This is an optimization exercise on Yosys and OpenROAD, whose aim is small area, a short achievable clock period and few clock cycles per item, not a production implementation. At most, simulation tests tie the RTL to the original design; equivalence was not proved. Only the layout flow was run in run 2; the RTL was not checked for function there.

==> flow/design.v, too long to show whole: its modules and the start of the top module <==
// module Zeta: 138 lines
// module Montgomery_Reduce: 1176 lines
// module Butterfly: 107 lines
// module FA: 4 lines
// module HA: 4 lines
// module NTT: 139 lines
module NTT #(
  parameter KYBER_K = 2,
  parameter KYBER_N = 256,
  parameter KYBER_Q = 3329,
  parameter COEFF_SZ = 16
)(
  input clk,
  input reset_n,
  input enable,
  input [COEFF_SZ-1 : 0] Coef_RData,
  output reg  [7 : 0] Coef_RAd,
  output reg  [0 : 0] Coef_WEN,
  output reg  [7 : 0] Coef_WAd,
  output reg  [COEFF_SZ-1 : 0] Coef_WData,
  output reg Poly_NTT_done
);
  // ...
==> flow/run.sh <==
#!/bin/bash
# synth_recipe.tcl (not shown) runs the flow's synth.tcl, then flattens the netlist and writes it again
# the make line also repeats each setting of config.mk as NAME=value (left out here)
make -C /OpenROAD-flow-scripts/flow DESIGN_CONFIG=/design/flow/config.mk WORK_HOME=/design/flow/orfs CLKGATE_MAP_FILE= SYNTH_SCRIPT=/design/flow/synth_recipe.tcl finish
==> flow/config.mk <==
export PLATFORM = sky130hd
export DESIGN_NAME = NTT
export DESIGN_NICKNAME = NTT
export VERILOG_FILES = /design/flow/design.v
export SDC_FILE = /design/flow/constraint.sdc
export NUM_CORES = 8
export LEC_CHECK = 0
export CAP_MARGIN = 20
export CORE_MARGIN = 2
export CORE_UTILIZATION = 40
export PLACE_DENSITY = 0.6
export SETUP_SLACK_MARGIN = 5
export SLEW_MARGIN = 20
export SYNTH_HIERARCHICAL = 1
export SYNTH_MINIMUM_KEEP_SIZE = 0
==> flow/constraint.sdc <==
create_clock -name core_clock -period 8.0 [get_ports {clk}]
set_input_delay 1.6000 -clock core_clock [delete_from_list [all_inputs] [get_ports {clk}]]
set_output_delay 1.6000 -clock core_clock [all_outputs]
set_load 0.01 [all_outputs]
==> metrics.cfg, run 1 <==
[setup_path]
r2r_setup_slack_ps = 5050
required_ps = 8500
r2r_start = P0.rS[2]
worstSetupStartpoint = P0.rS[2]
crit_path_frequent_cell = o21ai_1
crit_family = adder cells
critPathKind = reg2reg

[layout]
multi_input_area_share_pct = 55.5
largest_register_ffs = 29
clock_area_share_pct = 5.67
final_cell_mix = dfxtp_1 (330), fa_1 (213), and2_1 (201), nand2_1 (171), ha_1 (114)

[sta]
rsz0062_at_grt = yes
setup_viol = 0
final_max_slew_viol_count = 0
hold_viol_final = 0
hold_ws_ps = 327

[logic_synthesis]
synth_compound_area_share_pct = 13.4
synthCells = 2228
yosysSeqAreaShare_pct = 34.6
ys_types = 103

[floorplanning]
dieArea_mm2 = 0.0593
die_h_um = 243
top_level_ports = 53
core_area_mm2 = 0.0565

[run_status]
status = complete, no violations

[placed_design]
gp_congestion = 0.924
portBuffers = 52

[clock_tree]
post-cts-setup-buffer-count = 3
cts_buffer_depth = 3

[routing]
vias = 16100
wl_per_cell_um = 19.1

[worst_hold_path]
hold_path.class = reg2reg

Testbench counts, summed over its fixed seeds: cycles 33,248, ntts 32.
==> run 2: changes to the inputs <==
--- a/flow/design.v
+++ b/flow/design.v
@@ -585,336 +585,385 @@
 wire s1_439;
 wire s1_440;
 wire s1_441;
 wire s1_442;
 wire s1_443;
 wire s1_444;
 wire s1_445;
 wire s1_446;
-assign s1_1 = v[0] & zeta[0];
-assign s1_2 = v[0] & zeta[1];
-assign s1_3 = v[0] & zeta[2];
-assign s1_4 = v[0] & zeta[3];
-assign s1_5 = v[0] & zeta[4];
-assign s1_6 = v[0] & zeta[5];
-assign s1_7 = v[0] & zeta[6];
-assign s1_8 = v[0] & zeta[7];
-assign s1_9 = v[0] & zeta[8];
-assign s1_10 = v[0] & zeta[9];
-assign s1_11 = v[0] & zeta[10];
-assign s1_12 = v[0] & zeta[11];
-assign s1_13 = v[1] & zeta[0];
-assign s1_14 = v[1] & zeta[1];
-assign s1_15 = v[1] & zeta[2];
-assign s1_16 = v[1] & zeta[3];
-assign s1_17 = v[1] & zeta[4];
-assign s1_18 = v[1] & zeta[5];
-assign s1_19 = v[1] & zeta[6];
-assign s1_20 = v[1] & zeta[7];
-assign s1_21 = v[1] & zeta[8];
-assign s1_22 = v[1] & zeta[9];
-assign s1_23 = v[1] & zeta[10];
-assign s1_24 = v[1] & zeta[11];
-assign s1_25 = v[2] & zeta[0];
-assign s1_26 = v[2] & zeta[1];
-assign s1_27 = v[2] & zeta[2];
-assign s1_28 = v[2] & zeta[3];
-assign s1_29 = v[2] & zeta[4];
-assign s1_30 = v[2] & zeta[5];
-assign s1_31 = v[2] & zeta[6];
-assign s1_32 = v[2] & zeta[7];
-assign s1_33 = v[2] & zeta[8];
-assign s1_34 = v[2] & zeta[9];
-assign s1_35 = v[2] & zeta[10];
-assign s1_36 = v[2] & zeta[11];
-assign s1_37 = v[3] & zeta[0];
-assign s1_38 = v[3] & zeta[1];
-assign s1_39 = v[3] & zeta[2];
-assign s1_40 = v[3] & zeta[3];
-assign s1_41 = v[3] & zeta[4];
-assign s1_42 = v[3] & zeta[5];
-assign s1_43 = v[3] & zeta[6];
-assign s1_44 = v[3] & zeta[7];
-assign s1_45 = v[3] & zeta[8];
-assign s1_46 = v[3] & zeta[9];
-assign s1_47 = v[3] & zeta[10];
-assign s1_48 = v[3] & zeta[11];
-assign s1_49 = v[4] & zeta[0];
-assign s1_50 = v[4] & zeta[1];
-assign s1_51 = v[4] & zeta[2];
-assign s1_52 = v[4] & zeta[3];
-assign s1_53 = v[4] & zeta[4];
-assign s1_54 = v[4] & zeta[5];
-assign s1_55 = v[4] & zeta[6];
-assign s1_56 = v[4] & zeta[7];
-assign s1_57 = v[4] & zeta[8];
-assign s1_58 = v[4] & zeta[9];
-assign s1_59 = v[4] & zeta[10];
-assign s1_60 = v[4] & zeta[11];
-assign s1_61 = v[5] & zeta[0];
-assign s1_62 = v[5] & zeta[1];
-assign s1_63 = v[5] & zeta[2];
-assign s1_64 = v[5] & zeta[3];
-assign s1_65 = v[5] & zeta[4];
-assign s1_66 = v[5] & zeta[5];
-assign s1_67 = v[5] & zeta[6];
-assign s1_68 = v[5] & zeta[7];
-assign s1_69 = v[5] & zeta[8];
-assign s1_70 = v[5] & zeta[9];
-assign s1_71 = v[5] & zeta[10];
-assign s1_72 = v[5] & zeta[11];
-assign s1_73 = v[6] & zeta[0];
-assign s1_74 = v[6] & zeta[1];
-assign s1_75 = v[6] & zeta[2];
-assign s1_76 = v[6] & zeta[3];
-assign s1_77 = v[6] & zeta[4];
-assign s1_78 = v[6] & zeta[5];
-assign s1_79 = v[6] & zeta[6];
-assign s1_80 = v[6] & zeta[7];
-assign s1_81 = v[6] & zeta[8];
-assign s1_82 = v[6] & zeta[9];
-assign s1_83 = v[6] & zeta[10];
-assign s1_84 = v[6] & zeta[11];
-assign s1_85 = v[7] & zeta[0];
-assign s1_86 = v[7] & zeta[1];
-assign s1_87 = v[7] & zeta[2];
-assign s1_88 = v[7] & zeta[3];
-assign s1_89 = v[7] & zeta[4];
-assign s1_90 = v[7] & zeta[5];
-assign s1_91 = v[7] & zeta[6];
-assign s1_92 = v[7] & zeta[7];
-assign s1_93 = v[7] & zeta[8];
-assign s1_94 = v[7] & zeta[9];
-assign s1_95 = v[7] & zeta[10];
-assign s1_96 = v[7] & zeta[11];
-assign s1_97 = v[8] & zeta[0];
-assign s1_98 = v[8] & zeta[1];
-assign s1_99 = v[8] & zeta[2];
-assign s1_100 = v[8] & zeta[3];
-assign s1_101 = v[8] & zeta[4];
-assign s1_102 = v[8] & zeta[5];
-assign s1_103 = v[8] & zeta[6];
-assign s1_104 = v[8] & zeta[7];
-assign s1_105 = v[8] & zeta[8];
-assign s1_106 = v[8] & zeta[9];
-assign s1_107 = v[8] & zeta[10];
-assign s1_108 = v[8] & zeta[11];
-assign s1_109 = v[9] & zeta[0];
-assign s1_110 = v[9] & zeta[1];
-assign s1_111 = v[9] & zeta[2];
-assign s1_112 = v[9] & zeta[3];
-assign s1_113 = v[9] & zeta[4];
-assign s1_114 = v[9] & zeta[5];
-assign s1_115 = v[9] & zeta[6];
-assign s1_116 = v[9] & zeta[7];
-assign s1_117 = v[9] & zeta[8];
-assign s1_118 = v[9] & zeta[9];
-assign s1_119 = v[9] & zeta[10];
-assign s1_120 = v[9] & zeta[11];
-assign s1_121 = v[10] & zeta[0];
-assign s1_122 = v[10] & zeta[1];
-assign s1_123 = v[10] & zeta[2];
-assign s1_124 = v[10] & zeta[3];
-assign s1_125 = v[10] & zeta[4];
-assign s1_126 = v[10] & zeta[5];
-assign s1_127 = v[10] & zeta[6];
-assign s1_128 = v[10] & zeta[7];
-assign s1_129 = v[10] & zeta[8];
-assign s1_130 = v[10] & zeta[9];
-assign s1_131 = v[10] & zeta[10];
-assign s1_132 = v[10] & zeta[11];
-assign s1_133 = v[11] & zeta[0];
-assign s1_134 = v[11] & zeta[1];
-assign s1_135 = v[11] & zeta[2];
-assign s1_136 = v[11] & zeta[3];
-assign s1_137 = v[11] & zeta[4];
-assign s1_138 = v[11] & zeta[5];
-assign s1_139 = v[11] & zeta[6];
-assign s1_140 = v[11] & zeta[7];
-assign s1_141 = v[11] & zeta[8];
-assign s1_142 = v[11] & zeta[9];
-assign s1_143 = v[11] & zeta[10];
-assign s1_144 = v[11] & zeta[11];
-assign s1_145 = v[12] & zeta[0];
-assign s1_146 = v[12] & zeta[1];
-assign s1_147 = v[12] & zeta[2];
-assign s1_148 = v[12] & zeta[3];
-assign s1_149 = v[12] & zeta[4];
-assign s1_150 = v[12] & zeta[5];
-assign s1_151 = v[12] & zeta[6];
-assign s1_152 = v[12] & zeta[7];
-assign s1_153 = v[12] & zeta[8];
-assign s1_154 = v[12] & zeta[9];
-assign s1_155 = v[12] & zeta[10];
-assign s1_156 = v[12] & zeta[11];
-assign s1_157 = v[13] & zeta[0];
-assign s1_158 = v[13] & zeta[1];
-assign s1_159 = v[13] & zeta[2];
-assign s1_160 = v[13] & zeta[3];
-assign s1_161 = v[13] & zeta[4];
-assign s1_162 = v[13] & zeta[5];
-assign s1_163 = v[13] & zeta[6];
-assign s1_164 = v[13] & zeta[7];
-assign s1_165 = v[13] & zeta[8];
-assign s1_166 = v[13] & zeta[9];
-assign s1_167 = v[13] & zeta[10];
-assign s1_168 = v[13] & zeta[11];
-assign s1_169 = v[14] & zeta[0];
-assign s1_170 = v[14] & zeta[1];
-assign s1_171 = v[14] & zeta[2];
-assign s1_172 = v[14] & zeta[3];
-assign s1_173 = v[14] & zeta[4];
-assign s1_174 = v[14] & zeta[5];
-assign s1_175 = v[14] & zeta[6];
-assign s1_176 = v[14] & zeta[7];
-assign s1_177 = v[14] & zeta[8];
-assign s1_178 = v[14] & zeta[9];
-assign s1_179 = v[14] & zeta[10];
-assign s1_180 = v[14] & zeta[11];
-assign s1_181 = ~(v[15] & zeta[0]);
-assign s1_182 = ~(v[15] & zeta[1]);
-assign s1_183 = ~(v[15] & zeta[2]);
-assign s1_184 = ~(v[15] & zeta[3]);
-assign s1_185 = ~(v[15] & zeta[4]);
-assign s1_186 = ~(v[15] & zeta[5]);
-assign s1_187 = ~(v[15] & zeta[6]);
-assign s1_188 = ~(v[15] & zeta[7]);
-assign s1_189 = ~(v[15] & zeta[8]);
-assign s1_190 = ~(v[15] & zeta[9]);
-assign s1_191 = ~(v[15] & zeta[10]);
-assign s1_192 = ~(v[15] & zeta[11]);
-HA s1_ha1 (.a(s1_10), .b(s1_21), .s(s1_193), .co(s1_194));
-FA s1_fa1 (.a(s1_11), .b(s1_22), .c(s1_33), .s(s1_195), .co(s1_196));
-HA s1_ha2 (.a(s1_44), .b(s1_55), .s(s1_197), .co(s1_198));
-FA s1_fa2 (.a(s1_12), .b(s1_23), .c(s1_34), .s(s1_199), .co(s1_200));
-FA s1_fa3 (.a(s1_45), .b(s1_56), .c(s1_67), .s(s1_201), .co(s1_202));
-HA s1_ha3 (.a(s1_78), .b(s1_89), .s(s1_203), .co(s1_204));
-FA s1_fa4 (.a(s1_24), .b(s1_35), .c(s1_46), .s(s1_205), .co(s1_206));
-FA s1_fa5 (.a(s1_57), .b(s1_68), .c(s1_79), .s(s1_207), .co(s1_208));
-FA s1_fa6 (.a(s1_90), .b(s1_101), .c(s1_112), .s(s1_209), .co(s1_210));
-FA s1_fa7 (.a(s1_36), .b(s1_47), .c(s1_58), .s(s1_211), .co(s1_212));
-FA s1_fa8 (.a(s1_69), .b(s1_80), .c(s1_91), .s(s1_213), .co(s1_214));
-FA s1_fa9 (.a(s1_102), .b(s1_113), .c(s1_124), .s(s1_215), .co(s1_216));
-FA s1_fa10 (.a(s1_48), .b(s1_59), .c(s1_70), .s(s1_217), .co(s1_218));
-FA s1_fa11 (.a(s1_81), .b(s1_92), .c(s1_103), .s(s1_219), .co(s1_220));
-FA s1_fa12 (.a(s1_114), .b(s1_125), .c(s1_136), .s(s1_221), .co(s1_222));
-assign s1_223 = ~(s1_60 ^ s1_71);
-assign s1_224 = s1_60 | s1_71;
-FA s1_fa13 (.a(s1_82), .b(s1_93), .c(s1_104), .s(s1_225), .co(s1_226));
-FA s1_fa14 (.a(s1_115), .b(s1_126), .c(s1_137), .s(s1_227), .co(s1_228));
-HA s1_ha4 (.a(s1_148), .b(s1_159), .s(s1_229), .co(s1_230));
-FA s1_fa15 (.a(s1_72), .b(s1_83), .c(s1_94), .s(s1_231), .co(s1_232));
-FA s1_fa16 (.a(s1_105), .b(s1_116), .c(s1_127), .s(s1_233), .co(s1_234));
-FA s1_fa17 (.a(s1_138), .b(s1_149), .c(s1_160), .s(s1_235), .co(s1_236));
-FA s1_fa18 (.a(s1_84), .b(s1_95), .c(s1_106), .s(s1_237), .co(s1_238));
-FA s1_fa19 (.a(s1_117), .b(s1_128), .c(s1_139), .s(s1_239), .co(s1_240));
-FA s1_fa20 (.a(s1_96), .b(s1_107), .c(s1_118), .s(s1_241), .co(s1_242));
-HA s1_ha5 (.a(s1_7), .b(s1_18), .s(s1_243), .co(s1_244));
-FA s1_fa21 (.a(s1_8), .b(s1_19), .c(s1_30), .s(s1_245), .co(s1_246));
-HA s1_ha6 (.a(s1_41), .b(s1_52), .s(s1_247), .co(s1_248));
-FA s1_fa22 (.a(s1_9), .b(s1_20), .c(s1_31), .s(s1_249), .co(s1_250));
-FA s1_fa23 (.a(s1_42), .b(s1_53), .c(s1_64), .s(s1_251), .co(s1_252));
-HA s1_ha7 (.a(s1_75), .b(s1_86), .s(s1_253), .co(s1_254));
-FA s1_fa24 (.a(s1_32), .b(s1_43), .c(s1_54), .s(s1_255), .co(s1_256));
-FA s1_fa25 (.a(s1_65), .b(s1_76), .c(s1_87), .s(s1_257), .co(s1_258));
-FA s1_fa26 (.a(s1_98), .b(s1_109), .c(s1_193), .s(s1_259), .co(s1_260));
-FA s1_fa27 (.a(s1_66), .b(s1_77), .c(s1_88), .s(s1_261), .co(s1_262));
-FA s1_fa28 (.a(s1_99), .b(s1_110), .c(s1_121), .s(s1_263), .co(s1_264));
-FA s1_fa29 (.a(s1_197), .b(s1_194), .c(s1_195), .s(s1_265), .co(s1_266));
-FA s1_fa30 (.a(s1_100), .b(s1_111), .c(s1_122), .s(s1_267), .co(s1_268));
-FA s1_fa31 (.a(s1_133), .b(s1_203), .c(s1_198), .s(s1_269), .co(s1_270));
-FA s1_fa32 (.a(s1_199), .b(s1_201), .c(s1_196), .s(s1_271), .co(s1_272));
-FA s1_fa33 (.a(s1_123), .b(s1_134), .c(s1_145), .s(s1_273), .co(s1_274));
-FA s1_fa34 (.a(s1_204), .b(s1_205), .c(s1_207), .s(s1_275), .co(s1_276));
-FA s1_fa35 (.a(s1_209), .b(s1_200), .c(s1_202), .s(s1_277), .co(s1_278));
-FA s1_fa36 (.a(s1_135), .b(s1_146), .c(s1_157), .s(s1_279), .co(s1_280));
-FA s1_fa37 (.a(s1_211), .b(s1_213), .c(s1_215), .s(s1_281), .co(s1_282));
-FA s1_fa38 (.a(s1_206), .b(s1_208), .c(s1_210), .s(s1_283), .co(s1_284));
-FA s1_fa39 (.a(s1_147), .b(s1_158), .c(s1_169), .s(s1_285), .co(s1_286));
-FA s1_fa40 (.a(s1_217), .b(s1_219), .c(s1_221), .s(s1_287), .co(s1_288));
-FA s1_fa41 (.a(s1_212), .b(s1_214), .c(s1_216), .s(s1_289), .co(s1_290));
-FA s1_fa42 (.a(s1_170), .b(s1_181), .c(s1_229), .s(s1_291), .co(s1_292));
-FA s1_fa43 (.a(s1_223), .b(s1_225), .c(s1_227), .s(s1_293), .co(s1_294));
-FA s1_fa44 (.a(s1_218), .b(s1_220), .c(s1_222), .s(s1_295), .co(s1_296));
-FA s1_fa45 (.a(s1_171), .b(s1_182), .c(s1_230), .s(s1_297), .co(s1_298));
-FA s1_fa46 (.a(s1_231), .b(s1_233), .c(s1_235), .s(s1_299), .co(s1_300));
-FA s1_fa47 (.a(s1_224), .b(s1_226), .c(s1_228), .s(s1_301), .co(s1_302));
-FA s1_fa48 (.a(s1_150), .b(s1_161), .c(s1_172), .s(s1_303), .co(s1_304));
-FA s1_fa49 (.a(s1_183), .b(s1_237), .c(s1_239), .s(s1_305), .co(s1_306));
-FA s1_fa50 (.a(s1_232), .b(s1_234), .c(s1_236), .s(s1_307), .co(s1_308));
-FA s1_fa51 (.a(s1_129), .b(s1_140), .c(s1_151), .s(s1_309), .co(s1_310));
-FA s1_fa52 (.a(s1_162), .b(s1_173), .c(s1_184), .s(s1_311), .co(s1_312));
-FA s1_fa53 (.a(s1_241), .b(s1_238), .c(s1_240), .s(s1_313), .co(s1_314));
-FA s1_fa54 (.a(s1_108), .b(s1_119), .c(s1_130), .s(s1_315), .co(s1_316));
-FA s1_fa55 (.a(s1_141), .b(s1_152), .c(s1_163), .s(s1_317), .co(s1_318));
-FA s1_fa56 (.a(s1_174), .b(s1_185), .c(s1_242), .s(s1_319), .co(s1_320));
-FA s1_fa57 (.a(s1_120), .b(s1_131), .c(s1_142), .s(s1_321), .co(s1_322));
-FA s1_fa58 (.a(s1_153), .b(s1_164), .c(s1_175), .s(s1_323), .co(s1_324));
-FA s1_fa59 (.a(s1_132), .b(s1_143), .c(s1_154), .s(s1_325), .co(s1_326));
-HA s1_ha8 (.a(s1_5), .b(s1_16), .s(s1_327), .co(s1_328));
-FA s1_fa60 (.a(s1_6), .b(s1_17), .c(s1_28), .s(s1_329), .co(s1_330));
-HA s1_ha9 (.a(s1_39), .b(s1_50), .s(s1_331), .co(s1_332));
-FA s1_fa61 (.a(s1_29), .b(s1_40), .c(s1_51), .s(s1_333), .co(s1_334));
-FA s1_fa62 (.a(s1_62), .b(s1_73), .c(s1_243), .s(s1_335), .co(s1_336));
-FA s1_fa63 (.a(s1_63), .b(s1_74), .c(s1_85), .s(s1_337), .co(s1_338));
-FA s1_fa64 (.a(s1_247), .b(s1_244), .c(s1_245), .s(s1_339), .co(s1_340));
-FA s1_fa65 (.a(s1_97), .b(s1_253), .c(s1_248), .s(s1_341), .co(s1_342));
-FA s1_fa66 (.a(s1_249), .b(s1_251), .c(s1_246), .s(s1_343), .co(s1_344));
-FA s1_fa67 (.a(s1_254), .b(s1_255), .c(s1_257), .s(s1_345), .co(s1_346));
-FA s1_fa68 (.a(s1_250), .b(s1_252), .c(s1_259), .s(s1_347), .co(s1_348));
-FA s1_fa69 (.a(s1_261), .b(s1_263), .c(s1_256), .s(s1_349), .co(s1_350));
-FA s1_fa70 (.a(s1_258), .b(s1_260), .c(s1_265), .s(s1_351), .co(s1_352));
-FA s1_fa71 (.a(s1_267), .b(s1_262), .c(s1_264), .s(s1_353), .co(s1_354));
-FA s1_fa72 (.a(s1_269), .b(s1_271), .c(s1_266), .s(s1_355), .co(s1_356));
-FA s1_fa73 (.a(s1_273), .b(s1_268), .c(s1_270), .s(s1_357), .co(s1_358));
-FA s1_fa74 (.a(s1_275), .b(s1_277), .c(s1_272), .s(s1_359), .co(s1_360));
-FA s1_fa75 (.a(s1_279), .b(s1_274), .c(s1_281), .s(s1_361), .co(s1_362));
-FA s1_fa76 (.a(s1_283), .b(s1_276), .c(s1_278), .s(s1_363), .co(s1_364));
-FA s1_fa77 (.a(s1_285), .b(s1_280), .c(s1_287), .s(s1_365), .co(s1_366));
-FA s1_fa78 (.a(s1_289), .b(s1_282), .c(s1_284), .s(s1_367), .co(s1_368));
-FA s1_fa79 (.a(s1_286), .b(s1_291), .c(s1_293), .s(s1_369), .co(s1_370));
-FA s1_fa80 (.a(s1_295), .b(s1_288), .c(s1_290), .s(s1_371), .co(s1_372));
-FA s1_fa81 (.a(s1_297), .b(s1_292), .c(s1_299), .s(s1_373), .co(s1_374));
-FA s1_fa82 (.a(s1_301), .b(s1_294), .c(s1_296), .s(s1_375), .co(s1_376));
-FA s1_fa83 (.a(s1_303), .b(s1_298), .c(s1_305), .s(s1_377), .co(s1_378));
-FA s1_fa84 (.a(s1_307), .b(s1_300), .c(s1_302), .s(s1_379), .co(s1_380));
-FA s1_fa85 (.a(s1_309), .b(s1_311), .c(s1_304), .s(s1_381), .co(s1_382));
-FA s1_fa86 (.a(s1_313), .b(s1_306), .c(s1_308), .s(s1_383), .co(s1_384));
-FA s1_fa87 (.a(s1_315), .b(s1_317), .c(s1_310), .s(s1_385), .co(s1_386));
-FA s1_fa88 (.a(s1_312), .b(s1_319), .c(s1_314), .s(s1_387), .co(s1_388));
-FA s1_fa89 (.a(s1_186), .b(s1_321), .c(s1_323), .s(s1_389), .co(s1_390));
-FA s1_fa90 (.a(s1_316), .b(s1_318), .c(s1_320), .s(s1_391), .co(s1_392));
-FA s1_fa91 (.a(s1_165), .b(s1_176), .c(s1_187), .s(s1_393), .co(s1_394));
-FA s1_fa92 (.a(s1_325), .b(s1_322), .c(s1_324), .s(s1_395), .co(s1_396));
-FA s1_fa93 (.a(s1_144), .b(s1_155), .c(s1_166), .s(s1_397), .co(s1_398));
-FA s1_fa94 (.a(s1_177), .b(s1_188), .c(s1_326), .s(s1_399), .co(s1_400));
-FA s1_fa95 (.a(s1_156), .b(s1_167), .c(s1_178), .s(s1_401), .co(s1_402));
-HA s1_ha10 (.a(s1_4), .b(s1_15), .s(s1_403), .co(s1_404));
-FA s1_fa96 (.a(s1_27), .b(s1_38), .c(s1_49), .s(s1_405), .co(s1_406));
-FA s1_fa97 (.a(s1_61), .b(s1_331), .c(s1_328), .s(s1_407), .co(s1_408));
-FA s1_fa98 (.a(s1_332), .b(s1_333), .c(s1_330), .s(s1_409), .co(s1_410));
-FA s1_fa99 (.a(s1_337), .b(s1_334), .c(s1_336), .s(s1_411), .co(s1_412));
-FA s1_fa100 (.a(s1_338), .b(s1_341), .c(s1_343), .s(s1_413), .co(s1_414));
-FA s1_fa101 (.a(s1_342), .b(s1_345), .c(s1_344), .s(s1_415), .co(s1_416));
-FA s1_fa102 (.a(s1_349), .b(s1_346), .c(s1_348), .s(s1_417), .co(s1_418));
-FA s1_fa103 (.a(s1_353), .b(s1_350), .c(s1_355), .s(s1_419), .co(s1_420));
-FA s1_fa104 (.a(s1_354), .b(s1_357), .c(s1_359), .s(s1_421), .co(s1_422));
-FA s1_fa105 (.a(s1_358), .b(s1_361), .c(s1_363), .s(s1_423), .co(s1_424));
-FA s1_fa106 (.a(s1_365), .b(s1_367), .c(s1_362), .s(s1_425), .co(s1_426));
-FA s1_fa107 (.a(s1_369), .b(s1_371), .c(s1_366), .s(s1_427), .co(s1_428));
-FA s1_fa108 (.a(s1_373), .b(s1_375), .c(s1_370), .s(s1_429), .co(s1_430));
-FA s1_fa109 (.a(s1_377), .b(s1_379), .c(s1_374), .s(s1_431), .co(s1_432));
-FA s1_fa110 (.a(s1_381), .b(s1_383), .c(s1_378), .s(s1_433), .co(s1_434));
-FA s1_fa111 (.a(s1_385), .b(s1_382), .c(s1_387), .s(s1_435), .co(s1_436));
-FA s1_fa112 (.a(s1_389), .b(s1_386), .c(s1_391), .s(s1_437), .co(s1_438));
-FA s1_fa113 (.a(s1_393), .b(s1_395), .c(s1_390), .s(s1_439), .co(s1_440));
-FA s1_fa114 (.a(s1_397), .b(s1_394), .c(s1_399), .s(s1_441), .co(s1_442));
-FA s1_fa115 (.a(s1_189), .b(s1_401), .c(s1_398), .s(s1_443), .co(s1_444));
-FA s1_fa116 (.a(s1_168), .b(s1_179), .c(s1_190), .s(s1_445), .co(s1_446));
+wire s1_447;
+wire s1_448;
+wire s1_449;
+wire s1_450;
+wire s1_451;
+wire s1_452;
+wire s1_453;
+wire s1_454;
+wire s1_455;
+wire s1_456;
+wire s1_457;
+wire s1_458;
+wire s1_459;
+wire s1_460;
+wire s1_461;
+wire s1_462;
+wire s1_463;
+wire s1_464;
+wire s1_465;
+wire s1_466;
+wire s1_467;
+wire s1_468;
+wire s1_469;
+wire s1_470;
+wire s1_471;
+wire s1_472;
+assign s1_1 = ~(v[0] & zeta[0]);
+assign s1_2 = ~(v[0] & zeta[1]);
+assign s1_3 = ~(v[0] & zeta[2]);
+assign s1_4 = ~(v[0] & zeta[3]);
+assign s1_5 = ~(v[0] & zeta[4]);
+assign s1_6 = ~(v[0] & zeta[5]);
+assign s1_7 = ~(v[0] & zeta[6]);
+assign s1_8 = ~(v[0] & zeta[7]);
+assign s1_9 = ~(v[0] & zeta[8]);
+assign s1_10 = ~(v[0] & zeta[9]);
+assign s1_11 = ~(v[0] & zeta[10]);
+assign s1_12 = ~(v[0] & zeta[11]);
+assign s1_13 = ~(v[1] & zeta[0]);
+assign s1_14 = ~(v[1] & zeta[1]);
+assign s1_15 = ~(v[1] & zeta[2]);
+assign s1_16 = ~(v[1] & zeta[3]);
+assign s1_17 = ~(v[1] & zeta[4]);
+assign s1_18 = ~(v[1] & zeta[5]);
+assign s1_19 = ~(v[1] & zeta[6]);
+assign s1_20 = ~(v[1] & zeta[7]);
+assign s1_21 = ~(v[1] & zeta[8]);
+assign s1_22 = ~(v[1] & zeta[9]);
+assign s1_23 = ~(v[1] & zeta[10]);
+assign s1_24 = ~(v[1] & zeta[11]);
+assign s1_25 = ~(v[2] & zeta[0]);
+assign s1_26 = ~(v[2] & zeta[1]);
+assign s1_27 = ~(v[2] & zeta[2]);
+assign s1_28 = ~(v[2] & zeta[3]);
+assign s1_29 = ~(v[2] & zeta[4]);
+assign s1_30 = ~(v[2] & zeta[5]);
+assign s1_31 = ~(v[2] & zeta[6]);
+assign s1_32 = ~(v[2] & zeta[7]);
+assign s1_33 = ~(v[2] & zeta[8]);
+assign s1_34 = ~(v[2] & zeta[9]);
+assign s1_35 = ~(v[2] & zeta[10]);
+assign s1_36 = ~(v[2] & zeta[11]);
+assign s1_37 = ~(v[3] & zeta[0]);
+assign s1_38 = ~(v[3] & zeta[1]);
+assign s1_39 = ~(v[3] & zeta[2]);
+assign s1_40 = ~(v[3] & zeta[3]);
+assign s1_41 = ~(v[3] & zeta[4]);
+assign s1_42 = ~(v[3] & zeta[5]);
+assign s1_43 = ~(v[3] & zeta[6]);
+assign s1_44 = ~(v[3] & zeta[7]);
+assign s1_45 = ~(v[3] & zeta[8]);
+assign s1_46 = ~(v[3] & zeta[9]);
+assign s1_47 = ~(v[3] & zeta[10]);
+assign s1_48 = ~(v[3] & zeta[11]);
+assign s1_49 = ~(v[4] & zeta[0]);
+assign s1_50 = ~(v[4] & zeta[1]);
+assign s1_51 = ~(v[4] & zeta[2]);
+assign s1_52 = ~(v[4] & zeta[3]);
+assign s1_53 = ~(v[4] & zeta[4]);
+assign s1_54 = ~(v[4] & zeta[5]);
+assign s1_55 = ~(v[4] & zeta[6]);
+assign s1_56 = ~(v[4] & zeta[7]);
+assign s1_57 = ~(v[4] & zeta[8]);
+assign s1_58 = ~(v[4] & zeta[9]);
+assign s1_59 = ~(v[4] & zeta[10]);
+assign s1_60 = ~(v[4] & zeta[11]);
+assign s1_61 = ~(v[5] & zeta[0]);
+assign s1_62 = ~(v[5] & zeta[1]);
+assign s1_63 = ~(v[5] & zeta[2]);
+assign s1_64 = ~(v[5] & zeta[3]);
+assign s1_65 = ~(v[5] & zeta[4]);
+assign s1_66 = ~(v[5] & zeta[5]);
+assign s1_67 = ~(v[5] & zeta[6]);
+assign s1_68 = ~(v[5] & zeta[7]);
+assign s1_69 = ~(v[5] & zeta[8]);
+assign s1_70 = ~(v[5] & zeta[9]);
+assign s1_71 = ~(v[5] & zeta[10]);
+assign s1_72 = ~(v[5] & zeta[11]);
+assign s1_73 = ~(v[6] & zeta[0]);
+assign s1_74 = ~(v[6] & zeta[1]);
+assign s1_75 = ~(v[6] & zeta[2]);
+assign s1_76 = ~(v[6] & zeta[3]);
+assign s1_77 = ~(v[6] & zeta[4]);
+assign s1_78 = ~(v[6] & zeta[5]);
+assign s1_79 = ~(v[6] & zeta[6]);
+assign s1_80 = ~(v[6] & zeta[7]);
+assign s1_81 = ~(v[6] & zeta[8]);
+assign s1_82 = ~(v[6] & zeta[9]);
+assign s1_83 = ~(v[6] & zeta[10]);
+assign s1_84 = ~(v[6] & zeta[11]);
+assign s1_85 = ~(v[7] & zeta[0]);
+assign s1_86 = ~(v[7] & zeta[1]);
+assign s1_87 = ~(v[7] & zeta[2]);
+assign s1_88 = ~(v[7] & zeta[3]);
+assign s1_89 = ~(v[7] & zeta[4]);
+assign s1_90 = ~(v[7] & zeta[5]);
+assign s1_91 = ~(v[7] & zeta[6]);
+assign s1_92 = ~(v[7] & zeta[7]);
+assign s1_93 = ~(v[7] & zeta[8]);
+assign s1_94 = ~(v[7] & zeta[9]);
+assign s1_95 = ~(v[7] & zeta[10]);
+assign s1_96 = ~(v[7] & zeta[11]);
+assign s1_97 = ~(v[8] & zeta[0]);
+assign s1_98 = ~(v[8] & zeta[1]);
+assign s1_99 = ~(v[8] & zeta[2]);
+assign s1_100 = ~(v[8] & zeta[3]);
+assign s1_101 = ~(v[8] & zeta[4]);
+assign s1_102 = ~(v[8] & zeta[5]);
+assign s1_103 = ~(v[8] & zeta[6]);
+assign s1_104 = ~(v[8] & zeta[7]);
+assign s1_105 = ~(v[8] & zeta[8]);
+assign s1_106 = ~(v[8] & zeta[9]);
+assign s1_107 = ~(v[8] & zeta[10]);
+assign s1_108 = ~(v[8] & zeta[11]);
+assign s1_109 = ~(v[9] & zeta[0]);
+assign s1_110 = ~(v[9] & zeta[1]);
+assign s1_111 = ~(v[9] & zeta[2]);
+assign s1_112 = ~(v[9] & zeta[3]);
+assign s1_113 = ~(v[9] & zeta[4]);
+assign s1_114 = ~(v[9] & zeta[5]);
+assign s1_115 = ~(v[9] & zeta[6]);
+assign s1_116 = ~(v[9] & zeta[7]);
+assign s1_117 = ~(v[9] & zeta[8]);
+assign s1_118 = ~(v[9] & zeta[9]);
+assign s1_119 = ~(v[9] & zeta[10]);
+assign s1_120 = ~(v[9] & zeta[11]);
+assign s1_121 = ~(v[10] & zeta[0]);
+assign s1_122 = ~(v[10] & zeta[1]);
+assign s1_123 = ~(v[10] & zeta[2]);
+assign s1_124 = ~(v[10] & zeta[3]);
+assign s1_125 = ~(v[10] & zeta[4]);
+assign s1_126 = ~(v[10] & zeta[5]);
+assign s1_127 = ~(v[10] & zeta[6]);
+assign s1_128 = ~(v[10] & zeta[7]);
+assign s1_129 = ~(v[10] & zeta[8]);
+assign s1_130 = ~(v[10] & zeta[9]);
+assign s1_131 = ~(v[10] & zeta[10]);
+assign s1_132 = ~(v[10] & zeta[11]);
+assign s1_133 = ~(v[11] & zeta[0]);
+assign s1_134 = ~(v[11] & zeta[1]);
+assign s1_135 = ~(v[11] & zeta[2]);
+assign s1_136 = ~(v[11] & zeta[3]);
+assign s1_137 = ~(v[11] & zeta[4]);
+assign s1_138 = ~(v[11] & zeta[5]);
+assign s1_139 = ~(v[11] & zeta[6]);
+assign s1_140 = ~(v[11] & zeta[7]);
+assign s1_141 = ~(v[11] & zeta[8]);
+assign s1_142 = ~(v[11] & zeta[9]);
+assign s1_143 = ~(v[11] & zeta[10]);
+assign s1_144 = ~(v[11] & zeta[11]);
+assign s1_145 = ~(v[12] & zeta[0]);
+assign s1_146 = ~(v[12] & zeta[1]);
+assign s1_147 = ~(v[12] & zeta[2]);
+assign s1_148 = ~(v[12] & zeta[3]);
+assign s1_149 = ~(v[12] & zeta[4]);
+assign s1_150 = ~(v[12] & zeta[5]);
+assign s1_151 = ~(v[12] & zeta[6]);
+assign s1_152 = ~(v[12] & zeta[7]);
+assign s1_153 = ~(v[12] & zeta[8]);
+assign s1_154 = ~(v[12] & zeta[9]);
+assign s1_155 = ~(v[12] & zeta[10]);
+assign s1_156 = ~(v[12] & zeta[11]);
+assign s1_157 = ~(v[13] & zeta[0]);
+assign s1_158 = ~(v[13] & zeta[1]);
+assign s1_159 = ~(v[13] & zeta[2]);
+assign s1_160 = ~(v[13] & zeta[3]);
+assign s1_161 = ~(v[13] & zeta[4]);
+assign s1_162 = ~(v[13] & zeta[5]);
+assign s1_163 = ~(v[13] & zeta[6]);
+assign s1_164 = ~(v[13] & zeta[7]);
+assign s1_165 = ~(v[13] & zeta[8]);
+assign s1_166 = ~(v[13] & zeta[9]);
+assign s1_167 = ~(v[13] & zeta[10]);
+assign s1_168 = ~(v[13] & zeta[11]);
+assign s1_169 = ~(v[14] & zeta[0]);
+assign s1_170 = ~(v[14] & zeta[1]);
+assign s1_171 = ~(v[14] & zeta[2]);
+assign s1_172 = ~(v[14] & zeta[3]);
+assign s1_173 = ~(v[14] & zeta[4]);
+assign s1_174 = ~(v[14] & zeta[5]);
+assign s1_175 = ~(v[14] & zeta[6]);
+assign s1_176 = ~(v[14] & zeta[7]);
+assign s1_177 = ~(v[14] & zeta[8]);
+assign s1_178 = ~(v[14] & zeta[9]);
+assign s1_179 = ~(v[14] & zeta[10]);
+assign s1_180 = ~(v[14] & zeta[11]);
+assign s1_181 = v[15] & zeta[0];
+assign s1_182 = v[15] & zeta[1];
+assign s1_183 = v[15] & zeta[2];
+assign s1_184 = v[15] & zeta[3];
+assign s1_185 = v[15] & zeta[4];
+assign s1_186 = v[15] & zeta[5];
+assign s1_187 = v[15] & zeta[6];
+assign s1_188 = v[15] & zeta[7];
+assign s1_189 = v[15] & zeta[8];
+assign s1_190 = v[15] & zeta[9];
+assign s1_191 = v[15] & zeta[10];
+assign s1_192 = v[15] & zeta[11];
+assign s1_193 = ~(s1_9);
+assign s1_194 = s1_9;
+assign s1_195 = ~(s1_10 ^ s1_21);
+assign s1_196 = s1_10 | s1_21;
+HA s1_ha1 (.a(s1_32), .b(s1_43), .s(s1_197), .co(s1_198));
+assign s1_199 = ~(s1_11 ^ s1_22);
+assign s1_200 = s1_11 | s1_22;
+FA s1_fa1 (.a(s1_33), .b(s1_44), .c(s1_55), .s(s1_201), .co(s1_202));
+HA s1_ha2 (.a(s1_66), .b(s1_77), .s(s1_203), .co(s1_204));
+assign s1_205 = ~(s1_12 ^ s1_23);
+assign s1_206 = s1_12 | s1_23;
+FA s1_fa2 (.a(s1_34), .b(s1_45), .c(s1_56), .s(s1_207), .co(s1_208));
+FA s1_fa3 (.a(s1_67), .b(s1_78), .c(s1_89), .s(s1_209), .co(s1_210));
+HA s1_ha3 (.a(s1_100), .b(s1_111), .s(s1_211), .co(s1_212));
+FA s1_fa4 (.a(s1_24), .b(s1_35), .c(s1_46), .s(s1_213), .co(s1_214));
+FA s1_fa5 (.a(s1_57), .b(s1_68), .c(s1_79), .s(s1_215), .co(s1_216));
+FA s1_fa6 (.a(s1_90), .b(s1_101), .c(s1_112), .s(s1_217), .co(s1_218));
+HA s1_ha4 (.a(s1_123), .b(s1_134), .s(s1_219), .co(s1_220));
+FA s1_fa7 (.a(s1_36), .b(s1_47), .c(s1_58), .s(s1_221), .co(s1_222));
+FA s1_fa8 (.a(s1_69), .b(s1_80), .c(s1_91), .s(s1_223), .co(s1_224));
+FA s1_fa9 (.a(s1_102), .b(s1_113), .c(s1_124), .s(s1_225), .co(s1_226));
+HA s1_ha5 (.a(s1_135), .b(s1_146), .s(s1_227), .co(s1_228));
+FA s1_fa10 (.a(s1_48), .b(s1_59), .c(s1_70), .s(s1_229), .co(s1_230));
+FA s1_fa11 (.a(s1_81), .b(s1_92), .c(s1_103), .s(s1_231), .co(s1_232));
+FA s1_fa12 (.a(s1_114), .b(s1_125), .c(s1_136), .s(s1_233), .co(s1_234));
+HA s1_ha6 (.a(s1_147), .b(s1_158), .s(s1_235), .co(s1_236));
+assign s1_237 = ~(s1_60 ^ s1_71);
+assign s1_238 = s1_60 | s1_71;
+FA s1_fa13 (.a(s1_82), .b(s1_93), .c(s1_104), .s(s1_239), .co(s1_240));
+FA s1_fa14 (.a(s1_115), .b(s1_126), .c(s1_137), .s(s1_241), .co(s1_242));
+FA s1_fa15 (.a(s1_148), .b(s1_159), .c(s1_170), .s(s1_243), .co(s1_244));
+FA s1_fa16 (.a(s1_72), .b(s1_83), .c(s1_94), .s(s1_245), .co(s1_246));
+FA s1_fa17 (.a(s1_105), .b(s1_116), .c(s1_127), .s(s1_247), .co(s1_248));
+FA s1_fa18 (.a(s1_138), .b(s1_149), .c(s1_160), .s(s1_249), .co(s1_250));
+FA s1_fa19 (.a(s1_84), .b(s1_95), .c(s1_106), .s(s1_251), .co(s1_252));
+FA s1_fa20 (.a(s1_117), .b(s1_128), .c(s1_139), .s(s1_253), .co(s1_254));
+FA s1_fa21 (.a(s1_96), .b(s1_107), .c(s1_118), .s(s1_255), .co(s1_256));
+assign s1_257 = ~(s1_6);
+assign s1_258 = s1_6;
+assign s1_259 = ~(s1_7 ^ s1_18);
+assign s1_260 = s1_7 | s1_18;
+HA s1_ha7 (.a(s1_29), .b(s1_40), .s(s1_261), .co(s1_262));
+assign s1_263 = ~(s1_8 ^ s1_19);
+assign s1_264 = s1_8 | s1_19;
+FA s1_fa22 (.a(s1_30), .b(s1_41), .c(s1_52), .s(s1_265), .co(s1_266));
+HA s1_ha8 (.a(s1_63), .b(s1_74), .s(s1_267), .co(s1_268));
+FA s1_fa23 (.a(s1_20), .b(s1_31), .c(s1_42), .s(s1_269), .co(s1_270));
+FA s1_fa24 (.a(s1_53), .b(s1_64), .c(s1_75), .s(s1_271), .co(s1_272));
+FA s1_fa25 (.a(s1_86), .b(s1_97), .c(s1_193), .s(s1_273), .co(s1_274));
+FA s1_fa26 (.a(s1_54), .b(s1_65), .c(s1_76), .s(s1_275), .co(s1_276));
+FA s1_fa27 (.a(s1_87), .b(s1_98), .c(s1_109), .s(s1_277), .co(s1_278));
+FA s1_fa28 (.a(s1_197), .b(s1_194), .c(s1_195), .s(s1_279), .co(s1_280));
+FA s1_fa29 (.a(s1_88), .b(s1_99), .c(s1_110), .s(s1_281), .co(s1_282));
+FA s1_fa30 (.a(s1_121), .b(s1_203), .c(s1_198), .s(s1_283), .co(s1_284));
+FA s1_fa31 (.a(s1_199), .b(s1_201), .c(s1_196), .s(s1_285), .co(s1_286));
+FA s1_fa32 (.a(s1_122), .b(s1_133), .c(s1_211), .s(s1_287), .co(s1_288));
+FA s1_fa33 (.a(s1_204), .b(s1_205), .c(s1_207), .s(s1_289), .co(s1_290));
+FA s1_fa34 (.a(s1_209), .b(s1_200), .c(s1_202), .s(s1_291), .co(s1_292));
+FA s1_fa35 (.a(s1_145), .b(s1_219), .c(s1_212), .s(s1_293), .co(s1_294));
+FA s1_fa36 (.a(s1_213), .b(s1_215), .c(s1_217), .s(s1_295), .co(s1_296));
+FA s1_fa37 (.a(s1_206), .b(s1_208), .c(s1_210), .s(s1_297), .co(s1_298));
+FA s1_fa38 (.a(s1_157), .b(s1_227), .c(s1_220), .s(s1_299), .co(s1_300));
+FA s1_fa39 (.a(s1_221), .b(s1_223), .c(s1_225), .s(s1_301), .co(s1_302));
+FA s1_fa40 (.a(s1_214), .b(s1_216), .c(s1_218), .s(s1_303), .co(s1_304));
+FA s1_fa41 (.a(s1_169), .b(s1_235), .c(s1_228), .s(s1_305), .co(s1_306));
+FA s1_fa42 (.a(s1_229), .b(s1_231), .c(s1_233), .s(s1_307), .co(s1_308));
+FA s1_fa43 (.a(s1_222), .b(s1_224), .c(s1_226), .s(s1_309), .co(s1_310));
+FA s1_fa44 (.a(s1_181), .b(s1_236), .c(s1_237), .s(s1_311), .co(s1_312));
+FA s1_fa45 (.a(s1_239), .b(s1_241), .c(s1_243), .s(s1_313), .co(s1_314));
+FA s1_fa46 (.a(s1_230), .b(s1_232), .c(s1_234), .s(s1_315), .co(s1_316));
+FA s1_fa47 (.a(s1_171), .b(s1_182), .c(s1_245), .s(s1_317), .co(s1_318));
+FA s1_fa48 (.a(s1_247), .b(s1_249), .c(s1_238), .s(s1_319), .co(s1_320));
+FA s1_fa49 (.a(s1_240), .b(s1_242), .c(s1_244), .s(s1_321), .co(s1_322));
+FA s1_fa50 (.a(s1_150), .b(s1_161), .c(s1_172), .s(s1_323), .co(s1_324));
+FA s1_fa51 (.a(s1_183), .b(s1_251), .c(s1_253), .s(s1_325), .co(s1_326));
+FA s1_fa52 (.a(s1_246), .b(s1_248), .c(s1_250), .s(s1_327), .co(s1_328));
+FA s1_fa53 (.a(s1_129), .b(s1_140), .c(s1_151), .s(s1_329), .co(s1_330));
+FA s1_fa54 (.a(s1_162), .b(s1_173), .c(s1_184), .s(s1_331), .co(s1_332));
+FA s1_fa55 (.a(s1_255), .b(s1_252), .c(s1_254), .s(s1_333), .co(s1_334));
+FA s1_fa56 (.a(s1_108), .b(s1_119), .c(s1_130), .s(s1_335), .co(s1_336));
+FA s1_fa57 (.a(s1_141), .b(s1_152), .c(s1_163), .s(s1_337), .co(s1_338));
+FA s1_fa58 (.a(s1_174), .b(s1_185), .c(s1_256), .s(s1_339), .co(s1_340));
+FA s1_fa59 (.a(s1_120), .b(s1_131), .c(s1_142), .s(s1_341), .co(s1_342));
+FA s1_fa60 (.a(s1_153), .b(s1_164), .c(s1_175), .s(s1_343), .co(s1_344));
+FA s1_fa61 (.a(s1_132), .b(s1_143), .c(s1_154), .s(s1_345), .co(s1_346));
+assign s1_347 = ~(s1_4);
+assign s1_348 = s1_4;
+assign s1_349 = ~(s1_5 ^ s1_16);
+assign s1_350 = s1_5 | s1_16;
+HA s1_ha9 (.a(s1_27), .b(s1_38), .s(s1_351), .co(s1_352));
+FA s1_fa62 (.a(s1_17), .b(s1_28), .c(s1_39), .s(s1_353), .co(s1_354));
+FA s1_fa63 (.a(s1_50), .b(s1_61), .c(s1_257), .s(s1_355), .co(s1_356));
+FA s1_fa64 (.a(s1_51), .b(s1_62), .c(s1_73), .s(s1_357), .co(s1_358));
+FA s1_fa65 (.a(s1_261), .b(s1_258), .c(s1_259), .s(s1_359), .co(s1_360));
+FA s1_fa66 (.a(s1_85), .b(s1_267), .c(s1_262), .s(s1_361), .co(s1_362));
+FA s1_fa67 (.a(s1_263), .b(s1_265), .c(s1_260), .s(s1_363), .co(s1_364));
+FA s1_fa68 (.a(s1_268), .b(s1_269), .c(s1_271), .s(s1_365), .co(s1_366));
+FA s1_fa69 (.a(s1_264), .b(s1_266), .c(s1_273), .s(s1_367), .co(s1_368));
+FA s1_fa70 (.a(s1_275), .b(s1_277), .c(s1_270), .s(s1_369), .co(s1_370));
+FA s1_fa71 (.a(s1_272), .b(s1_274), .c(s1_279), .s(s1_371), .co(s1_372));
+FA s1_fa72 (.a(s1_281), .b(s1_276), .c(s1_278), .s(s1_373), .co(s1_374));
+FA s1_fa73 (.a(s1_283), .b(s1_285), .c(s1_280), .s(s1_375), .co(s1_376));
+FA s1_fa74 (.a(s1_282), .b(s1_287), .c(s1_284), .s(s1_377), .co(s1_378));
+FA s1_fa75 (.a(s1_289), .b(s1_291), .c(s1_286), .s(s1_379), .co(s1_380));
+FA s1_fa76 (.a(s1_293), .b(s1_288), .c(s1_295), .s(s1_381), .co(s1_382));
+FA s1_fa77 (.a(s1_297), .b(s1_290), .c(s1_292), .s(s1_383), .co(s1_384));
+FA s1_fa78 (.a(s1_299), .b(s1_294), .c(s1_301), .s(s1_385), .co(s1_386));
+FA s1_fa79 (.a(s1_303), .b(s1_296), .c(s1_298), .s(s1_387), .co(s1_388));
+FA s1_fa80 (.a(s1_305), .b(s1_300), .c(s1_307), .s(s1_389), .co(s1_390));
+FA s1_fa81 (.a(s1_309), .b(s1_302), .c(s1_304), .s(s1_391), .co(s1_392));
+FA s1_fa82 (.a(s1_306), .b(s1_311), .c(s1_313), .s(s1_393), .co(s1_394));
+FA s1_fa83 (.a(s1_315), .b(s1_308), .c(s1_310), .s(s1_395), .co(s1_396));
+FA s1_fa84 (.a(s1_317), .b(s1_319), .c(s1_321), .s(s1_397), .co(s1_398));
+FA s1_fa85 (.a(s1_312), .b(s1_314), .c(s1_316), .s(s1_399), .co(s1_400));
+FA s1_fa86 (.a(s1_323), .b(s1_325), .c(s1_327), .s(s1_401), .co(s1_402));
+FA s1_fa87 (.a(s1_318), .b(s1_320), .c(s1_322), .s(s1_403), .co(s1_404));
+FA s1_fa88 (.a(s1_329), .b(s1_331), .c(s1_324), .s(s1_405), .co(s1_406));
+FA s1_fa89 (.a(s1_333), .b(s1_326), .c(s1_328), .s(s1_407), .co(s1_408));
+FA s1_fa90 (.a(s1_335), .b(s1_337), .c(s1_330), .s(s1_409), .co(s1_410));
+FA s1_fa91 (.a(s1_332), .b(s1_339), .c(s1_334), .s(s1_411), .co(s1_412));
+FA s1_fa92 (.a(s1_186), .b(s1_341), .c(s1_343), .s(s1_413), .co(s1_414));
+FA s1_fa93 (.a(s1_336), .b(s1_338), .c(s1_340), .s(s1_415), .co(s1_416));
+FA s1_fa94 (.a(s1_165), .b(s1_176), .c(s1_187), .s(s1_417), .co(s1_418));
+FA s1_fa95 (.a(s1_345), .b(s1_342), .c(s1_344), .s(s1_419), .co(s1_420));
+FA s1_fa96 (.a(s1_144), .b(s1_155), .c(s1_166), .s(s1_421), .co(s1_422));
+FA s1_fa97 (.a(s1_177), .b(s1_188), .c(s1_346), .s(s1_423), .co(s1_424));
+FA s1_fa98 (.a(s1_156), .b(s1_167), .c(s1_178), .s(s1_425), .co(s1_426));
+assign s1_427 = ~(s1_3);
+assign s1_428 = s1_3;
+FA s1_fa99 (.a(s1_15), .b(s1_26), .c(s1_37), .s(s1_429), .co(s1_430));
+FA s1_fa100 (.a(s1_49), .b(s1_351), .c(s1_348), .s(s1_431), .co(s1_432));
+FA s1_fa101 (.a(s1_352), .b(s1_353), .c(s1_350), .s(s1_433), .co(s1_434));
+FA s1_fa102 (.a(s1_357), .b(s1_354), .c(s1_356), .s(s1_435), .co(s1_436));
+FA s1_fa103 (.a(s1_358), .b(s1_361), .c(s1_363), .s(s1_437), .co(s1_438));
+FA s1_fa104 (.a(s1_362), .b(s1_365), .c(s1_364), .s(s1_439), .co(s1_440));
+FA s1_fa105 (.a(s1_369), .b(s1_366), .c(s1_368), .s(s1_441), .co(s1_442));
+FA s1_fa106 (.a(s1_373), .b(s1_370), .c(s1_375), .s(s1_443), .co(s1_444));
+FA s1_fa107 (.a(s1_374), .b(s1_377), .c(s1_379), .s(s1_445), .co(s1_446));
+FA s1_fa108 (.a(s1_378), .b(s1_381), .c(s1_383), .s(s1_447), .co(s1_448));
+FA s1_fa109 (.a(s1_385), .b(s1_387), .c(s1_382), .s(s1_449), .co(s1_450));
+FA s1_fa110 (.a(s1_389), .b(s1_391), .c(s1_386), .s(s1_451), .co(s1_452));
+FA s1_fa111 (.a(s1_393), .b(s1_395), .c(s1_390), .s(s1_453), .co(s1_454));
+FA s1_fa112 (.a(s1_397), .b(s1_399), .c(s1_394), .s(s1_455), .co(s1_456));
+FA s1_fa113 (.a(s1_401), .b(s1_403), .c(s1_398), .s(s1_457), .co(s1_458));
+FA s1_fa114 (.a(s1_405), .b(s1_407), .c(s1_402), .s(s1_459), .co(s1_460));
+FA s1_fa115 (.a(s1_409), .b(s1_406), .c(s1_411), .s(s1_461), .co(s1_462));
+FA s1_fa116 (.a(s1_413), .b(s1_410), .c(s1_415), .s(s1_463), .co(s1_464));
+FA s1_fa117 (.a(s1_417), .b(s1_419), .c(s1_414), .s(s1_465), .co(s1_466));
+FA s1_fa118 (.a(s1_421), .b(s1_418), .c(s1_423), .s(s1_467), .co(s1_468));
+FA s1_fa119 (.a(s1_189), .b(s1_425), .c(s1_422), .s(s1_469), .co(s1_470));
+FA s1_fa120 (.a(s1_168), .b(s1_179), .c(s1_190), .s(s1_471), .co(s1_472));
 reg  [28:0] m0, m1, m2;
 wire s2_1;
 wire s2_2;
 wire s2_3;
 wire s2_4;
 wire s2_5;
 wire s2_6;
 wire s2_7;
@@ -993,17 +1042,17 @@
 FA s2_fa21 (.a(m0[21]), .b(m1[21]), .c(m2[21]), .s(s2_43), .co(s2_44));
 FA s2_fa22 (.a(m0[22]), .b(m1[22]), .c(m2[22]), .s(s2_45), .co(s2_46));
 FA s2_fa23 (.a(m0[23]), .b(m1[23]), .c(m2[23]), .s(s2_47), .co(s2_48));
 FA s2_fa24 (.a(m0[24]), .b(m1[24]), .c(m2[24]), .s(s2_49), .co(s2_50));
 FA s2_fa25 (.a(m0[25]), .b(m1[25]), .c(m2[25]), .s(s2_51), .co(s2_52));
 FA s2_fa26 (.a(m0[26]), .b(m1[26]), .c(m2[26]), .s(s2_53), .co(s2_54));
 FA s2_fa27 (.a(m0[27]), .b(m1[27]), .c(m2[27]), .s(s2_55), .co(s2_56));
 FA s2_fa28 (.a(m0[28]), .b(m1[28]), .c(m2[28]), .s(s2_57), .co(s2_58));
-wire [28:0] a = {s2_57, s2_55, s2_53, s2_51, s2_49, s2_47, s2_45, s2_43, s2_41, s2_39, s2_37, s2_35, s2_33, s2_31, s2_29, s2_27, s2_25, s2_23, s2_21, s2_19, s2_17, s2_15, s2_13, s2_11, s2_9, s2_7, s2_5, s2_3, m2[0]} + {s2_56, s2_54, s2_52, s2_50, s2_48, s2_46, s2_44, s2_42, s2_40, s2_38, s2_36, s2_34, s2_32, s2_30, s2_28, s2_26, s2_24, s2_22, s2_20, s2_18, s2_16, s2_14, s2_12, s2_10, s2_8, s2_6, s2_4, s2_2, s2_1};
+wire [28:0] a = ~({s2_57, s2_55, s2_53, s2_51, s2_49, s2_47, s2_45, s2_43, s2_41, s2_39, s2_37, s2_35, s2_33, s2_31, s2_29, s2_27, s2_25, s2_23, s2_21, s2_19, s2_17, s2_15, s2_13, s2_11, s2_9, s2_7, s2_5, s2_3, m2[0]} + {s2_56, s2_54, s2_52, s2_50, s2_48, s2_46, s2_44, s2_42, s2_40, s2_38, s2_36, s2_34, s2_32, s2_30, s2_28, s2_26, s2_24, s2_22, s2_20, s2_18, s2_16, s2_14, s2_12, s2_10, s2_8, s2_6, s2_4, s2_2, s2_1});
 reg  [28:0] ar;
 wire s3_1;
 wire s3_2;
 wire s3_3;
 wire s3_4;
 wire s3_5;
 wire s3_6;
 wire s3_7;
@@ -1296,19 +1345,19 @@
 assign s4_150 = a2[28];
 assign s4_151 = ~(a2[28]);
 assign s4_152 = a2[28];
 assign s4_153 = ~(a2[28]);
 assign s4_154 = a2[28];
 wire [31:0] s4_r0 = {s4_153, s4_151, s4_149, s4_147, s4_145, s4_143, s4_141, s4_139, s4_137, s4_135, s4_133, s4_131, s4_129, s4_127, s4_125, s4_123, s4_121, s4_119, s4_117, s4_115, s4_113, s4_111, s4_109, s4_107, s4_105, s4_103, s4_101, s4_99, s4_97, s4_95, s4_93, a2[0]};
 wire [31:0] s4_r1 = {s4_152, s4_150, s4_148, s4_146, s4_144, s4_142, s4_140, s4_138, s4_136, s4_134, s4_132, s4_130, s4_128, s4_126, s4_124, s4_122, s4_120, s4_118, s4_116, s4_114, s4_112, s4_110, s4_108, s4_106, s4_104, s4_102, s4_100, s4_98, s4_96, s4_94, s4_92, s4_91};
 always @(posedge clk) begin
-  m0 <= {1'b1, 1'b1, s1_192, s1_180, s1_402, s1_400, s1_396, s1_392, s1_388, s1_384, s1_380, s1_376, s1_372, s1_368, s1_364, s1_360, s1_356, s1_352, s1_351, s1_347, s1_340, s1_339, s1_335, s1_329, s1_327, s1_26, s1_3, s1_2, s1_1};
-  m1 <= {1'b0, 1'b0, 1'b0, s1_191, s1_445, s1_443, s1_441, s1_439, s1_437, s1_435, s1_433, s1_431, s1_429, s1_427, s1_425, s1_423, s1_421, s1_419, s1_417, s1_415, s1_413, s1_411, s1_409, s1_407, s1_405, s1_37, s1_14, s1_13, 1'b0};
-  m2 <= {1'b0, 1'b0, 1'b0, s1_446, s1_444, s1_442, s1_440, s1_438, s1_436, s1_434, s1_432, s1_430, s1_428, s1_426, s1_424, s1_422, s1_420, s1_418, s1_416, s1_414, s1_412, s1_410, s1_408, s1_406, s1_404, s1_403, s1_25, 1'b0, 1'b0};
+  m0 <= {1'b1, 1'b1, s1_192, s1_180, s1_426, s1_424, s1_420, s1_416, s1_412, s1_408, s1_404, s1_400, s1_396, s1_392, s1_388, s1_384, s1_380, s1_376, s1_372, s1_371, s1_367, s1_360, s1_359, s1_355, s1_349, s1_347, s1_14, 1'b1, s1_1};
+  m1 <= {1'b0, 1'b0, 1'b0, s1_191, s1_471, s1_469, s1_467, s1_465, s1_463, s1_461, s1_459, s1_457, s1_455, s1_453, s1_451, s1_449, s1_447, s1_445, s1_443, s1_441, s1_439, s1_437, s1_435, s1_433, s1_431, s1_429, s1_25, s1_2, 1'b0};
+  m2 <= {1'b0, 1'b0, 1'b0, s1_472, s1_470, s1_468, s1_466, s1_464, s1_462, s1_460, s1_458, s1_456, s1_454, s1_452, s1_450, s1_448, s1_446, s1_444, s1_442, s1_440, s1_438, s1_436, s1_434, s1_432, s1_430, s1_428, s1_427, s1_13, 1'b0};
   ar <= a;
   t  <= {th, ar[7:0]};
   a2 <= ar;
   rS <= s4_r0[31:16];
   rC <= s4_r1[31:16];
   rk <= |(s4_r0[15:0] | s4_r1[15:0]);
 end
 endmodule
==> flow/config.mk (replaced) <==
export PLATFORM = sky130hd
export DESIGN_NAME = NTT
export DESIGN_NICKNAME = NTT
export VERILOG_FILES = /design/flow/design.v
export SDC_FILE = /design/flow/constraint.sdc
export NUM_CORES = 8
export LEC_CHECK = 0
export CAP_MARGIN = 20
export CORE_MARGIN = 2
export CORE_UTILIZATION = 40
export CTS_BUF_LIST = sky130_fd_sc_hd__clkbuf_16
export CTS_CLUSTER_DIAMETER = 80
export CTS_CLUSTER_SIZE = 24
export PLACE_DENSITY = 0.6
export SETUP_SLACK_MARGIN = 5
export SLEW_MARGIN = 20
export SYNTH_HIERARCHICAL = 1
export SYNTH_MINIMUM_KEEP_SIZE = 0
==> run 2 against run 1 <==
Against the previous run:
- critical path depth is the same
- synthesized area shrank 0.13%
- clock skew fell by 4.1 ps
- final area down 2.5%
- first-iteration DRC count down 0.33%
- still clean
==> metrics.cfg, run 2 <==
[worst_hold_path]
worstHoldStart = P0.ar[21]  ; was P0.ar[25]
hold_path_end = P0.a2[21]  ; was P0.a2[25]
hold_path.class = reg2reg  ; unchanged
holdPathStages = 0  ; unchanged

[grt]
grt_first_pass_wirelength_um = 91600  ; was 92800 um
antenna_found_initial = 4  ; was 2
grt_max_degree = 81  ; was 95
globalRouteOverflowTotal = 0  ; unchanged
grt_pass1_vias = 16700  ; was 16500
track_usage_pct = 19.2  ; was 19.6%

[floorplanning]
initial_core_util_pct = 40.5  ; was 40.6%
num_rows = 87  ; unchanged
die_h_um = 243  ; about the same
dieArea_mm2 = 0.0592  ; was 0.0593 mm^2
die_w_um = 243  ; about the same
core_area_mm2 = 0.0565  ; unchanged
top_level_ports = 53  ; unchanged

[layout]
reg_top3 = P0.ar: 29 flops, P0.m0: 26 flops  ; was P0.ar: 29 flops, P0.m0: 27 flops, P0.m1: 25 flops
largest_register_ffs = 29  ; unchanged
syn_to_final_growth_pct = 8.57  ; was 11.2%
fillCellCount = 5317  ; was 5300
largest-register = P0.ar  ; unchanged
final_cells = 3011  ; was 3007
drive_above_1_share_pct = 8.07  ; was 9.11%
final_cell_mix = dfxtp_1 (324), nand2_1 (314), fa_1 (217), ha_1 (117), inv_1 (116)  ; was dfxtp_1 (330), fa_1 (213), and2_1 (201), nand2_1 (171), ha_1 (114)
nets = 2601  ; was 2573
final_area_mm2 = 0.0249  ; was 0.0255 mm^2
final_common_cell = dfxtp_1  ; unchanged

[logic_synthesis]
synth_mux_area_share_pct = 4.15  ; was 4.00%
ys.flop_type = dfxtp_1  ; unchanged
synth_compound_area_share_pct = 13.8  ; was 13.4%
yosys.area_share.adder_pct = 26.1  ; was 25.5%
synth_top_family_by_area = adder cells  ; unchanged
synthCells = 2270  ; was 2228
synth_edf_count = 22  ; unchanged
synthSimpleGateAreaFrac_pct = 13.6  ; was 15.3%
yosysWarnings = 9  ; unchanged
synth_xor_area_share_pct = 2.72  ; was 2.75%
ys_top_cells_by_count = dfxtp_1 (360), nand2_1 (314), fa_1 (220)  ; was dfxtp_1 (360), fa_1 (216), and2_1 (201)
synth_seq_cells = 385  ; unchanged
yosys-top-cells-area = dfxtp_1 (31%), fa_1 (19%), ha_1 (6.9%)  ; was dfxtp_1 (31%), fa_1 (19%), ha_1 (6.6%)
yosysTopAreaCellShare_pct = 31.5  ; was 31.4%
synthesis.area_mm2 = 0.0229  ; about the same
yosysSeqAreaShare_pct = 34.7  ; was 34.6%
yosysTopAreaCell = dfxtp_1  ; unchanged
ys_types = 102  ; was 103
async_flop_share_pct = 0.779  ; unchanged
synthMostInstantiatedCell = dfxtp_1  ; unchanged
synth_area_per_cell_um2 = 10.1  ; was 10.3 um^2

[placed_design]
gp_congestion = 0.933  ; was 0.924
hpwl_um = 41900  ; was 42100 um
portBuffers = 52  ; unchanged
dpl.cell_count = 2959  ; was 2921
pre_cts_slack_ps = 4640  ; was 4670 ps
post_dp_cell_area_mm2 = 0.0238  ; was 0.0239 mm^2

[sta]
finalCritPeriodShare_pct = 36.8  ; was 36.9%
slew_headroom_pct = 40.7  ; was 42.6%
fin_tns_setup_ps = 0  ; unchanged
worstMarginPinSlew_ps = 886  ; was 861 ps
layout_min_cycle_time_ps = 2950  ; about the same
final_max_slew_viol_count = 0  ; unchanged
fin_ws_ps = 5050  ; about the same
rsz0062_at_grt = yes  ; unchanged
fmax_ghz = 0.339  ; about the same
setup_viol = 0  ; unchanged
clock_skew_ps = 27.5  ; was 31.5 ps
hold_viol_final = 0  ; unchanged

[clock_tree]
cts_max_level = 1  ; was 2
cts.sinks = 385  ; unchanged
cts-root-buf = clkbuf_16  ; unchanged
cts_inserted_buffers = 24  ; was 42
cts_buffer_depth = 3  ; unchanged
clock_insertion_delay_worst_skew_ps = 570  ; about the same
cts_tree = yes  ; unchanged
cts.clk_slew.worst_paths_ps = 100  ; was 60 ps

[setup_path]
critPathKind = reg2reg  ; unchanged
r2r_cells = 12  ; unchanged
r2r_setup_slack_ps = 5050  ; about the same
start_kind = flip-flop  ; unchanged
cp-end-kind = flip-flop  ; unchanged
critPathArrivalTime_ps = 3380  ; was 3450 ps
required_ps = 8430  ; was 8500 ps
reg2reg_to = u[15]  ; was u[13]
r2r_start = u[2]  ; was P0.rS[2]
crit_fanout = 4  ; unchanged

[run_status]
status = complete, no violations  ; unchanged

[routing]
drtIter0Drc = 1225  ; was 1229
wl_per_cell_um = 18.9  ; was 19.1 um
wl_um = 57100  ; was 57600 um
post-route-drc-count = 0  ; unchanged
antenna_left = 0  ; unchanged
drt-pass1-iter-count = 6  ; was 8
vias = 16300  ; was 16100
via_per_inst = 5.40  ; was 5.35

[flow_run]
maxCapViolCount = 0  ; unchanged

run 2: final cells by class:
type                            instances  area [um^2]  share of cell area (%)
Clock buffer                           25          626                    2.52
Inverter                              113          428                    1.72
Multi-Input combinational cell       1640        14000                    56.5
Clock inverter                         19          195                   0.785
Antenna cell                            1         2.50                  0.0101
Sequential cell                       385         7990                    32.1
Tap cell                              756          946                    3.80
Timing Repair Buffer                   72          636                    2.56
run 2: metrics by stage:
stage               hold slack, ps  utilization [%]
global placement               311             42.1
CTS                            332             43.7
detailed placement             312             42.1
finish                         332             44.0
floorplan                      310                -
global route                   338             44.0
run 2: modules after synthesis (local to each module, per instance):
module	area, um^2	times used	flops+latches	cells inside
Butterfly	1430	1	0	191
FA	20.0	216	0	1
HA	12.5	24	0	1
Montgomery_Reduce	6520	1	163	723
NTT	7410	1	210	683
Zeta	2920	1	12	433
run 2: metal layers:
layer | share of wire [%] | up-vias | track usage [%]
met4 | 2.8 | 4 | 5.83
li1 | - | 7678 | -
met1 | 45 | 8032 | 25.9
met3 | 4.5 | 112 | 2.31
met2 | 48 | 443 | 32.2
met5 | 0.047 | - | 0
run 2: worst max-delay path by stage:
stage                 startpoint         to  slack (ps)  depth (start not counted)
floorplan           M0.douta[11]  P0.m1[18]        5120                          6
global placement        P0.rS[0]      u[14]        4770                         13
detailed placement      P0.rS[0]      u[12]        4640                         13
CTS                    P0.m0[16]  P0.ar[26]        5000                          8
global route                u[0]      u[14]        4910                         13
finish                      u[2]      u[15]        5050                         12
run 2: critical path, stage by stage (launching register included):
cell and delay [ps]:
dfxtp_1 340, fa_1 530, ha_4 320, nor2_1 50, or3_4 400, a21boi_4 250, nand2_2 100, o31ai_2 290
xnor2_1 140, mux2i_1 150, nor2_1 60, a21oi_1 120, o21ai_0 80
run 2: cell families after synthesis:
group	Yosys count
compound gates	471
other cells	2
xor+xnor	71
flops	385
buf+inv	254
simple gates	654
mux	87
fa+ha+maj	346
run 2: timing repair:
| item | CTS | global route |
|---|---|---|
| hold buffers | 0 | 0 |
| endpoints found under the setup margin | 61 | 29 |
| cloned | 0 | 0 |
| resized for setup | 65 | 40 |
| pin swaps | 5 | 20 |
| setup buffers | 3 | 4 |

-- re-timing with driven ports --
Ports are ideal in the flow. The routed layouts listed here were re-timed in OpenROAD.
Step 1: set_driving_cell puts a clkbuf_16 on clk and a buf_2 on each other input, an assumption about the parent block.
Step 2 moves the port delays by t, midway between the first and last clock arrival at a register: inputs arrive t later, outputs are due t later. That takes back most of the time a late clock gives input paths.
Slacks: no drivers / after step 1 / after step 2; pairs: no drivers / after step 1.
run	shift t [ns]	slack for setup (ns)	worst hold slack (ns)	worst setup path after step 2
run 1	0.607	5.048 / 5.048 / 5.048	0.327 / 0.327 / 0.327	register to register
run 2	0.609	5.053 / 5.053 / 5.053	0.332 / 0.332 / 0.332	register to register
After both steps setup and hold are still met in every run listed.
